Context: an optimization exercise on an open-source flow, tuned for small area. The choices shown serve that exercise and are no tape-out recipe. At most, simulation tests tie the RTL to the original design; equivalence was not proved. Power and IR drop assume default switching activity.

==> inputs of run a <==
==> flow/design.v <==
module alu #(
    parameter WIDTH     = 8,
    parameter BITS      = 64,
    parameter PRECISION = 2
) (
    input  logic                 clk, rst,
    input  logic [     BITS-1:0] a,
    input  logic [     BITS-1:0] b,
    output logic [     BITS-1:0] result_final,
    input  logic [PRECISION-1:0] precision,
    input  logic [          3:0] opcode,
    output logic                 carry
);
  logic sub;
  assign sub = (opcode[2] & opcode[1]) | (opcode[3] & opcode[0]) | (opcode[3] & opcode[1]);
  logic [7:0] split, top;
  assign split[0] = 1'b1;
  assign split[1] = ~precision[0] & ~precision[1];
  assign split[2] = ~precision[1];
  assign split[3] = ~precision[0] & ~precision[1];
  assign split[4] = ~(precision[0] & precision[1]);
  assign split[5] = ~precision[0] & ~precision[1];
  assign split[6] = ~precision[1];
  assign split[7] = ~precision[0] & ~precision[1];
  assign top = {1'b1, split[7:1]};
  logic op_and, op_or, op_xor, op_sum, op_eq, op_ne, op_avg, op_max, op_min, op_mm;
  assign op_and = (opcode == 4'b0000);
  assign op_or  = (opcode == 4'b0001);
  assign op_xor = (opcode == 4'b0010);
  assign op_sum = (opcode == 4'b0011) | (opcode == 4'b0110);
  assign op_eq  = (opcode == 4'b0100);
  assign op_ne  = (opcode == 4'b0101);
  assign op_avg = (opcode == 4'b0111) | (opcode == 4'b1000);
  assign op_max = (opcode == 4'b1001);
  assign op_min = (opcode == 4'b1010);
  assign op_mm  = op_max | op_min;
  logic [63:0] p, g, s;
  logic [7:0]  ngb, npb, nc7, cb, ncb;
  for (genvar k = 0; k < 8; k++) begin : g_byte
    byte_add u_add (
        .a(a[8*k+7:8*k]), .b(b[8*k+7:8*k]), .sub(sub), .cb(cb[k]), .ncb(ncb[k]),
        .p(p[8*k+7:8*k]), .g(g[8*k+7:8*k]), .s(s[8*k+7:8*k]),
        .ngb(ngb[k]), .npb(npb[k]), .nc7(nc7[k])
    );
  end
  logic [7:0] gb, pb;
  for (genvar k = 0; k < 8; k++) begin : g_bgp
    if (k < 7) begin
      assign gb[k] = split[k+1] ? sub : ~ngb[k];
      assign pb[k] = ~split[k+1] & ~npb[k];
    end else begin
      assign gb[k] = ~ngb[k];
      assign pb[k] = ~npb[k];
    end
  end
  logic [8:0] cbx;
  assign cbx[0] = sub;
  for (genvar k = 0; k < 8; k++) begin : g_bc
    logic [k:0] term;
    always_comb begin
      cbx[k+1] = sub & (&pb[k:0]);
      for (int j = 0; j <= k; j++) begin
        logic t;
        t = gb[j];
        for (int m = j + 1; m <= k; m++) t = t & pb[m];
        cbx[k+1] = cbx[k+1] | t;
      end
    end
  end
  assign cb  = cbx[7:0];
  assign ncb = ~cbx[7:0];
  logic [7:0] zb, eql, ltb, ltl;
  for (genvar k = 0; k < 8; k++) begin : g_cmp
    assign zb[k]  = ~|p[8*k+7:8*k];    
    assign ltb[k] = g[8*k+7] | (p[8*k+7] & nc7[k]);
  end
  always_comb begin
    unique case (precision)
      2'b00:   eql = zb;
      2'b01:   eql = {1'b0, &zb[7:6], 1'b0, &zb[5:4], 1'b0, &zb[3:2], 1'b0, &zb[1:0]};
      2'b10:   eql = {3'b0, &zb[7:4], 3'b0, &zb[3:0]};
      default: eql = {7'b0, &zb};
    endcase
  end
  always_comb begin
    unique case (precision)
      2'b00:   ltl = ltb;
      2'b01:   ltl = {{2{ltb[7]}}, {2{ltb[5]}}, {2{ltb[3]}}, {2{ltb[1]}}};
      2'b10:   ltl = {{4{ltb[7]}}, {4{ltb[3]}}};
      default: ltl = {8{ltb[7]}};
    endcase
  end
  logic [63:0] res;
  for (genvar k = 0; k < 8; k++) begin : g_res
    logic tb_, ka, kb, kv7, neqb;
    assign tb_  = ltl[k] ^ op_min;                  
    assign kb   = op_or | (op_mm & tb_);
    assign ka   = op_or | (op_mm & ~tb_);
    assign kv7  = op_avg & ~top[k];
    assign neqb = ~(split[k] & ((op_eq & eql[k]) | (op_ne & ~eql[k])));
    for (genvar j = 0; j < 8; j++) begin : g_bit
      localparam int i = 8 * k + j;
      logic r0n, r1n;
      c_aoi222 u_r0 (.a1(op_and), .a2(g[i]), .b1(op_xor), .b2(p[i]), .c1(op_sum), .c2(s[i]), .y(r0n));
      if (i == 63) begin
        c_aoi22 u_r1 (.a1(ka), .a2(a[i]), .b1(kb), .b2(b[i]), .y(r1n));
      end else begin
        c_aoi222 u_r1 (.a1(j == 7 ? kv7 : op_avg), .a2(s[i+1]), .b1(ka), .b2(a[i]), .c1(kb), .c2(b[i]), .y(r1n));
      end
      if (j == 0) c_nand3 u_r2 (.a(r0n), .b(r1n), .c(neqb), .y(res[i]));
      else        c_nand2 u_r2 (.a(r0n), .b(r1n), .y(res[i]));
    end
  end
  logic [63:0] res_q;
  logic        co_q;
  always_ff @(posedge clk or posedge rst) begin
    if (rst) begin
      res_q        <= '0;
      co_q         <= 1'b0;
      result_final <= '0;
    end else begin
      res_q        <= res;
      co_q         <= cbx[8];
      result_final <= res_q;
    end
  end
  assign carry = co_q;
endmodule
module byte_add (
    input  logic [7:0] a, b,
    input  logic       sub, cb, ncb,
    output logic [7:0] p, g, s,
    output logic       ngb, npb, nc7
);
  logic [7:0] bm, k;
  logic [7:0] gc;    
  logic [7:0] pc;    
  logic [7:0] c;     
  for (genvar j = 0; j < 8; j++) begin : g_bit
    c_xor2 u_bm (.a(b[j]), .b(sub), .y(bm[j]));
    c_ha   u_ha (.a(a[j]), .b(bm[j]), .s(p[j]), .c(g[j]));
    if (j == 2 || j == 4 || j == 6) c_nor2 u_k (.a(a[j]), .b(bm[j]), .y(k[j]));
    else assign k[j] = 1'b0;
  end
  assign gc[0] = g[0];
  assign pc[0] = p[0];
  for (genvar j = 1; j < 8; j++) begin : g_rip
    if (j % 2 == 1) begin
      c_aoi21 u_g (.a1(p[j]), .a2(gc[j-1]), .b1(g[j]), .y(gc[j]));    
      c_nand2 u_p (.a(p[j]), .b(pc[j-1]), .y(pc[j]));                 
    end else begin
      c_aoi21 u_g (.a1(p[j]), .a2(gc[j-1]), .b1(k[j]), .y(gc[j]));    
      c_nor2b u_p (.a(pc[j-1]), .bn(p[j]), .y(pc[j]));                
    end
  end
  assign ngb = gc[7];
  assign npb = pc[7];
  c_xor2 u_s0 (.a(p[0]), .b(cb), .y(s[0]));
  for (genvar j = 1; j < 8; j++) begin : g_sum
    if ((j - 1) % 2 == 0) begin
      c_aoi21 u_c (.a1(pc[j-1]), .a2(cb), .b1(gc[j-1]), .y(c[j]));
      c_xnor2 u_s (.a(p[j]), .b(c[j]), .y(s[j]));
    end else begin
      c_o21ai u_c (.a1(pc[j-1]), .a2(ncb), .b1(gc[j-1]), .y(c[j]));
      c_xor2  u_s (.a(p[j]), .b(c[j]), .y(s[j]));
    end
  end
  assign c[0] = cb;
  assign nc7 = c[7];    
endmodule
module c_xor2 (input logic a, b, output logic y);
  assign y = a ^ b;
endmodule
module c_xnor2 (input logic a, b, output logic y);
  assign y = ~(a ^ b);
endmodule
module c_ha (input logic a, b, output logic s, c);
  assign s = a ^ b;
  assign c = a & b;
endmodule
module c_nor2 (input logic a, b, output logic y);
  assign y = ~(a | b);
endmodule
module c_nor2b (input logic a, bn, output logic y);
  assign y = ~(a | ~bn);
endmodule
module c_nand2 (input logic a, b, output logic y);
  assign y = ~(a & b);
endmodule
module c_nand3 (input logic a, b, c, output logic y);
  assign y = ~(a & b & c);
endmodule
module c_aoi21 (input logic a1, a2, b1, output logic y);
  assign y = ~((a1 & a2) | b1);
endmodule
module c_o21ai (input logic a1, a2, b1, output logic y);
  assign y = ~((a1 | a2) & b1);
endmodule
module c_aoi22 (input logic a1, a2, b1, b2, output logic y);
  assign y = ~((a1 & a2) | (b1 & b2));
endmodule
module c_aoi222 (input logic a1, a2, b1, b2, c1, c2, output logic y);
  assign y = ~((a1 & a2) | (b1 & b2) | (c1 & c2));
endmodule
==> flow/flow/run.sh <==
#!/bin/bash
# Standard synthesis, then every combinational cell is set to its smallest
# drive strength (the layout's repair steps size up what timing needs), then
# the standard layout with the ports buffered by buf_1.
set -euo pipefail
bash standard.sh synth > synth.log 2>&1
openroad -no_init -exit flow/downsize.tcl > downsize.log 2>&1
export BUFFER_PORTS_ARGS="-buffer_cell sky130_fd_sc_hd__buf_1"
bash standard.sh > layout.log 2>&1
==> flow/flow/downsize.tcl <==
# Swap each combinational cell of the synthesized netlist to the _1 (or _0)
# drive strength of the same cell, when that is smaller.
set odb_file orfs/results/sky130hd/alu/base/1_synth.odb
read_db $odb_file
set db [ord::get_db]
set n 0
foreach inst [[ord::get_db_block] getInsts] {
  set m [$inst getMaster]
  set name [$m getName]
  if { ![regexp {^(sky130_fd_sc_hd__[a-z0-9]+)_([0-9]+)$} $name -> base drive] } { continue }
  if { [regexp {__(df|dl|sdf|edf|conb|tap|fill|decap|clkdlybuf|dlygate|dlymetal)} $base] } { continue }
  set best $m
  foreach d {0 1} {
    set cand [$db findMaster ${base}_$d]
    if { $cand ne "NULL" && [expr {[$cand getWidth] < [[set best] getWidth]}] } { set best $cand }
  }
  if { $best ne $m } {
    $inst swapMaster $best
    incr n
  }
}
puts "downsized $n instances"
write_db $odb_file
==> flow/standard.sh <==
#!/bin/bash
# synth_recipe.tcl (not shown) runs the flow's synth.tcl, then flattens the netlist and writes it again
# the make line also repeats each setting of config.mk as NAME=value (left out here)
make -C /OpenROAD-flow-scripts/flow DESIGN_CONFIG=/design/flow/config.mk WORK_HOME=/design/flow/orfs CLKGATE_MAP_FILE= SYNTH_SCRIPT=/design/flow/synth_recipe.tcl "${@:-finish}"
==> flow/config.mk <==
export PLATFORM = sky130hd
export DESIGN_NAME = alu
export DESIGN_NICKNAME = alu
export VERILOG_FILES = /design/flow/design.v
export SDC_FILE = /design/flow/constraint.sdc
export NUM_CORES = 4
export LEC_CHECK = 0
export CAP_MARGIN = 20
export CORE_MARGIN = 2
export CORE_UTILIZATION = 60
export CTS_BUF_LIST = sky130_fd_sc_hd__clkbuf_4 sky130_fd_sc_hd__clkbuf_8
export GPL_TIMING_DRIVEN = 0
export SLEW_MARGIN = 20
export SYNTH_HIERARCHICAL = 1
export SYNTH_MINIMUM_KEEP_SIZE = 0
==> flow/constraint.sdc <==
create_clock -name core_clock -period 6.0 [get_ports {clk}]
set_input_delay 1.2000 -clock core_clock [delete_from_list [all_inputs] [get_ports {clk}]]
set_output_delay 1.2000 -clock core_clock [all_outputs]
set_load 0.01 [all_outputs]
==> run b (differences from run a) <==
--- a/flow/design.v
+++ b/flow/design.v
@@ -43,36 +43,52 @@
         .ngb(ngb[k]), .npb(npb[k]), .nc7(nc7[k])
     );
   end
-  logic [7:0] gb, pb;
-  for (genvar k = 0; k < 8; k++) begin : g_bgp
-    if (k < 7) begin
-      assign gb[k] = split[k+1] ? sub : ~ngb[k];
-      assign pb[k] = ~split[k+1] & ~npb[k];
-    end else begin
-      assign gb[k] = ~ngb[k];
-      assign pb[k] = ~npb[k];
-    end
-  end
-  logic [8:0] cbx;
-  assign cbx[0] = sub;
-  for (genvar k = 0; k < 8; k++) begin : g_bc
-    logic [k:0] term;
-    always_comb begin
-      cbx[k+1] = sub & (&pb[k:0]);
-      for (int j = 0; j <= k; j++) begin
-        logic t;
-        t = gb[j];
-        for (int m = j + 1; m <= k; m++) t = t & pb[m];
-        cbx[k+1] = cbx[k+1] | t;
-      end
-    end
-  end
-  assign cb  = cbx[7:0];
-  assign ncb = ~cbx[7:0];
-  logic [7:0] zb, eql, ltb, ltl;
+  logic nsub;
+  logic [7:0] e1n;                  
+  logic [7:0] eg, ep;               
+  assign nsub = ~sub;
+  for (genvar e = 1; e < 8; e++) begin : g_el
+    assign e1n[e] = ~(split[e] & sub);
+    c_o21ai u_g (.a1(ngb[e-1]), .a2(split[e]), .b1(e1n[e]), .y(eg[e]));
+    c_nor2  u_p (.a(npb[e-1]), .b(split[e]), .y(ep[e]));
+  end
+  logic [7:0] n1g, n1p;
+  c_aoi21 u_l1g1 (.a1(ep[1]), .a2(sub), .b1(eg[1]), .y(n1g[1]));
+  for (genvar e = 2; e < 8; e++) begin : g_l1
+    c_aoi21 u_g (.a1(ep[e]), .a2(eg[e-1]), .b1(eg[e]), .y(n1g[e]));
+    c_nand2 u_p (.a(ep[e]), .b(ep[e-1]), .y(n1p[e]));
+  end
+  logic [7:0] l2g, l2p;
+  c_o21ai u_l2g2 (.a1(n1p[2]), .a2(nsub), .b1(n1g[2]), .y(l2g[2]));
+  for (genvar e = 3; e < 8; e++) begin : g_l2
+    c_o21ai u_g (.a1(n1p[e]), .a2(n1g[e-2]), .b1(n1g[e]), .y(l2g[e]));
+    if (e >= 4) c_nor2 u_p (.a(n1p[e]), .b(n1p[e-2]), .y(l2p[e]));
+  end
+  logic cb1;
+  c_inv u_cb1 (.a(n1g[1]), .y(cb1));
+  logic [7:0] n3g;
+  c_aoi21 u_l3g4 (.a1(l2p[4]), .a2(sub),    .b1(l2g[4]), .y(n3g[4]));
+  c_aoi21 u_l3g5 (.a1(l2p[5]), .a2(cb1),    .b1(l2g[5]), .y(n3g[5]));
+  c_aoi21 u_l3g6 (.a1(l2p[6]), .a2(l2g[2]), .b1(l2g[6]), .y(n3g[6]));
+  c_aoi21 u_l3g7 (.a1(l2p[7]), .a2(l2g[3]), .b1(l2g[7]), .y(n3g[7]));
+  assign cb[0]  = sub;
+  assign ncb[0] = nsub;
+  assign cb[1]  = cb1;
+  assign ncb[1] = n1g[1];
+  assign cb[2]  = l2g[2];
+  c_inv u_ncb2 (.a(l2g[2]), .y(ncb[2]));
+  assign cb[3]  = l2g[3];
+  c_inv u_ncb3 (.a(l2g[3]), .y(ncb[3]));
+  for (genvar e = 4; e < 8; e++) begin : g_cb
+    assign ncb[e] = n3g[e];
+    c_inv u_cb (.a(n3g[e]), .y(cb[e]));
+  end
+  logic co;
+  c_o21ai u_co (.a1(npb[7]), .a2(ncb[7]), .b1(ngb[7]), .y(co));
+  logic [7:0] zb, eql, ltb;
   for (genvar k = 0; k < 8; k++) begin : g_cmp
     assign zb[k]  = ~|p[8*k+7:8*k];    
-    assign ltb[k] = g[8*k+7] | (p[8*k+7] & nc7[k]);
+    c_a21o u_lt (.a1(p[8*k+7]), .a2(nc7[k]), .b1(g[8*k+7]), .y(ltb[k]));
   end
   always_comb begin
     unique case (precision)
@@ -82,20 +98,44 @@
       default: eql = {7'b0, &zb};
     endcase
   end
-  always_comb begin
-    unique case (precision)
-      2'b00:   ltl = ltb;
-      2'b01:   ltl = {{2{ltb[7]}}, {2{ltb[5]}}, {2{ltb[3]}}, {2{ltb[1]}}};
-      2'b10:   ltl = {{4{ltb[7]}}, {4{ltb[3]}}};
-      default: ltl = {8{ltb[7]}};
-    endcase
-  end
+  logic d0, d1, d2, d3;
+  assign d0 = ~precision[1] & ~precision[0];
+  assign d1 = ~precision[1] &  precision[0];
+  assign d2 =  precision[1] & ~precision[0];
+  assign d3 =  precision[1] &  precision[0];
+  logic [7:0] nltl;
+  logic ll0a, ll0b, ll0;
+  c_aoi22  u_ll0a (.a1(d0), .a2(ltb[0]), .b1(d1), .b2(ltb[1]), .y(ll0a));
+  c_aoi22  u_ll0b (.a1(d2), .a2(ltb[3]), .b1(d3), .b2(ltb[7]), .y(ll0b));
+  c_nand2  u_ll0  (.a(ll0a), .b(ll0b), .y(ll0));
+  c_inv    u_nl0  (.a(ll0), .y(nltl[0]));
+  logic d23, d12, d13;
+  assign d23 = precision[1];
+  assign d12 = precision[1] ^ precision[0];
+  assign d13 = precision[0];
+  c_aoi222 u_nl1 (.a1(~precision[0] & ~precision[1] | precision[0] & ~precision[1]), .a2(ltb[1]),
+                  .b1(d2), .b2(ltb[3]), .c1(d3), .c2(ltb[7]), .y(nltl[1]));
+  c_aoi222 u_nl2 (.a1(d0), .a2(ltb[2]), .b1(d1 | d2), .b2(ltb[3]), .c1(d3), .c2(ltb[7]), .y(nltl[2]));
+  c_aoi22  u_nl3 (.a1(~d3), .a2(ltb[3]), .b1(d3), .b2(ltb[7]), .y(nltl[3]));
+  c_aoi222 u_nl4 (.a1(d0), .a2(ltb[4]), .b1(d1), .b2(ltb[5]), .c1(d23), .c2(ltb[7]), .y(nltl[4]));
+  c_aoi22  u_nl5 (.a1(~d23), .a2(ltb[5]), .b1(d23), .b2(ltb[7]), .y(nltl[5]));
+  c_aoi22  u_nl6 (.a1(d0), .a2(ltb[6]), .b1(~d0), .b2(ltb[7]), .y(nltl[6]));
+  assign nltl[7] = ltb[7];    
   logic [63:0] res;
   for (genvar k = 0; k < 8; k++) begin : g_res
     logic tb_, ka, kb, kv7, neqb;
-    assign tb_  = ltl[k] ^ op_min;                  
-    assign kb   = op_or | (op_mm & tb_);
-    assign ka   = op_or | (op_mm & ~tb_);
+    logic kbl, kbn, kal, kan;
+    assign kbl = op_or | op_max;
+    assign kbn = op_or | op_min;
+    assign kal = op_or | op_min;
+    assign kan = op_or | op_max;
+    if (k == 7) begin
+      c_mux2 u_kb (.a0(kbn), .a1(kbl), .s(nltl[k]), .y(kb));
+      c_mux2 u_ka (.a0(kan), .a1(kal), .s(nltl[k]), .y(ka));
+    end else begin
+      c_mux2 u_kb (.a0(kbl), .a1(kbn), .s(nltl[k]), .y(kb));
+      c_mux2 u_ka (.a0(kal), .a1(kan), .s(nltl[k]), .y(ka));
+    end
     assign kv7  = op_avg & ~top[k];
     assign neqb = ~(split[k] & ((op_eq & eql[k]) | (op_ne & ~eql[k])));
     for (genvar j = 0; j < 8; j++) begin : g_bit
@@ -120,7 +160,7 @@
       result_final <= '0;
     end else begin
       res_q        <= res;
-      co_q         <= cbx[8];
+      co_q         <= co;
       result_final <= res_q;
     end
   end
@@ -202,3 +242,12 @@
 module c_aoi222 (input logic a1, a2, b1, b2, c1, c2, output logic y);
   assign y = ~((a1 & a2) | (b1 & b2) | (c1 & c2));
 endmodule
+module c_inv (input logic a, output logic y);
+  assign y = ~a;
+endmodule
+module c_a21o (input logic a1, a2, b1, output logic y);
+  assign y = (a1 & a2) | b1;
+endmodule
+module c_mux2 (input logic a0, a1, s, output logic y);
+  assign y = s ? a1 : a0;
+endmodule
- CORE_UTILIZATION: 60 -> 40
- CTS_BUF_LIST: sky130_fd_sc_hd__clkbuf_4 sky130_fd_sc_hd__clkbuf_8 -> not set
==> run c (differences from run a) <==
- CORE_UTILIZATION: 60 -> 40
- CTS_BUF_LIST: sky130_fd_sc_hd__clkbuf_4 sky130_fd_sc_hd__clkbuf_8 -> not set
- GPL_TIMING_DRIVEN: 0 -> not set
==> summary of the runs <==
- In run a the cell area is smaller than in run c, by 5.2%.
- Of run c and run a, run a has the higher first-iteration DRC count (gap 26%, measured against run a).
- Clock power: run a < run b < run c.
- The highest setup slack belongs to run c, the lowest to run a.
- In run c the wire length is larger than in run a, by 9.0%.
==> figures <==
metric	run c	run a	run b
Non-clock inverter instance count of the final layout	10	10	15
Setup slack of the critical path after layout	0.285 ns	0.156 ns	0.209 ns
Clock buffer count	19	21	23
Startpoint of the tightest hold check path	res_q[22]	res_q[37]	res_q[18]
Reg-to-reg slack, setup	5.48 ns	5.49 ns	5.49 ns
Clock network power	1.13 mW	782 uW	1.02 mW
Hold Path Sink	result_final[22]	result_final[37]	result_final[18]
Clock network fraction of design power	31.8%	24.9%	29.9%
Multi-input gate share of total cell area	49.5%	52.7%	50.9%
Design internal power	2.33 mW	1.96 mW	2.21 mW
Top metal layer carrying routed signals	met5	met4	met4
Status	complete, no violations	complete, no violations	complete, no violations
Only the layout flow was run in run a and run c; the RTL was not checked for function there.

static timing again, ports no longer ideal:
No port has a modelled driver above. Below, the same layouts with a new extraction and two added sets of constraints. Step 1: set_driving_cell puts a clkbuf_16 on clk and a buf_2 on each other input, an assumption about the parent block. Step 2, shift: input delay + t, output delay - t, t = (earliest + latest rising clock arrival at the registers) / 2. This alone moves slack from input paths to output paths. Slacks: ideal / step 1 / step 2; pairs: ideal / step 1.
run	t (ns)	setup slack, ns	worst setup path at the end	latest minus earliest clock arrival (ns)	slew at the worst register clock pin (ns)
run a	0.504	0.156 / 0.149 / -0.355	input to register	0.014 / 0.014	0.08 / 0.08
run b	0.457	0.209 / 0.213 / -0.244	input to register	0.008 / 0.008	0.06 / 0.06
run c	0.463	0.285 / 0.292 / -0.171	input to register	0.009 / 0.009	0.06 / 0.06
With both steps, setup timing fails in every run listed, where it was met with ideal ports. For run a, which loses most, drivers alone change the setup slack by -0.007 ns; drivers and shift together by -0.511 ns.
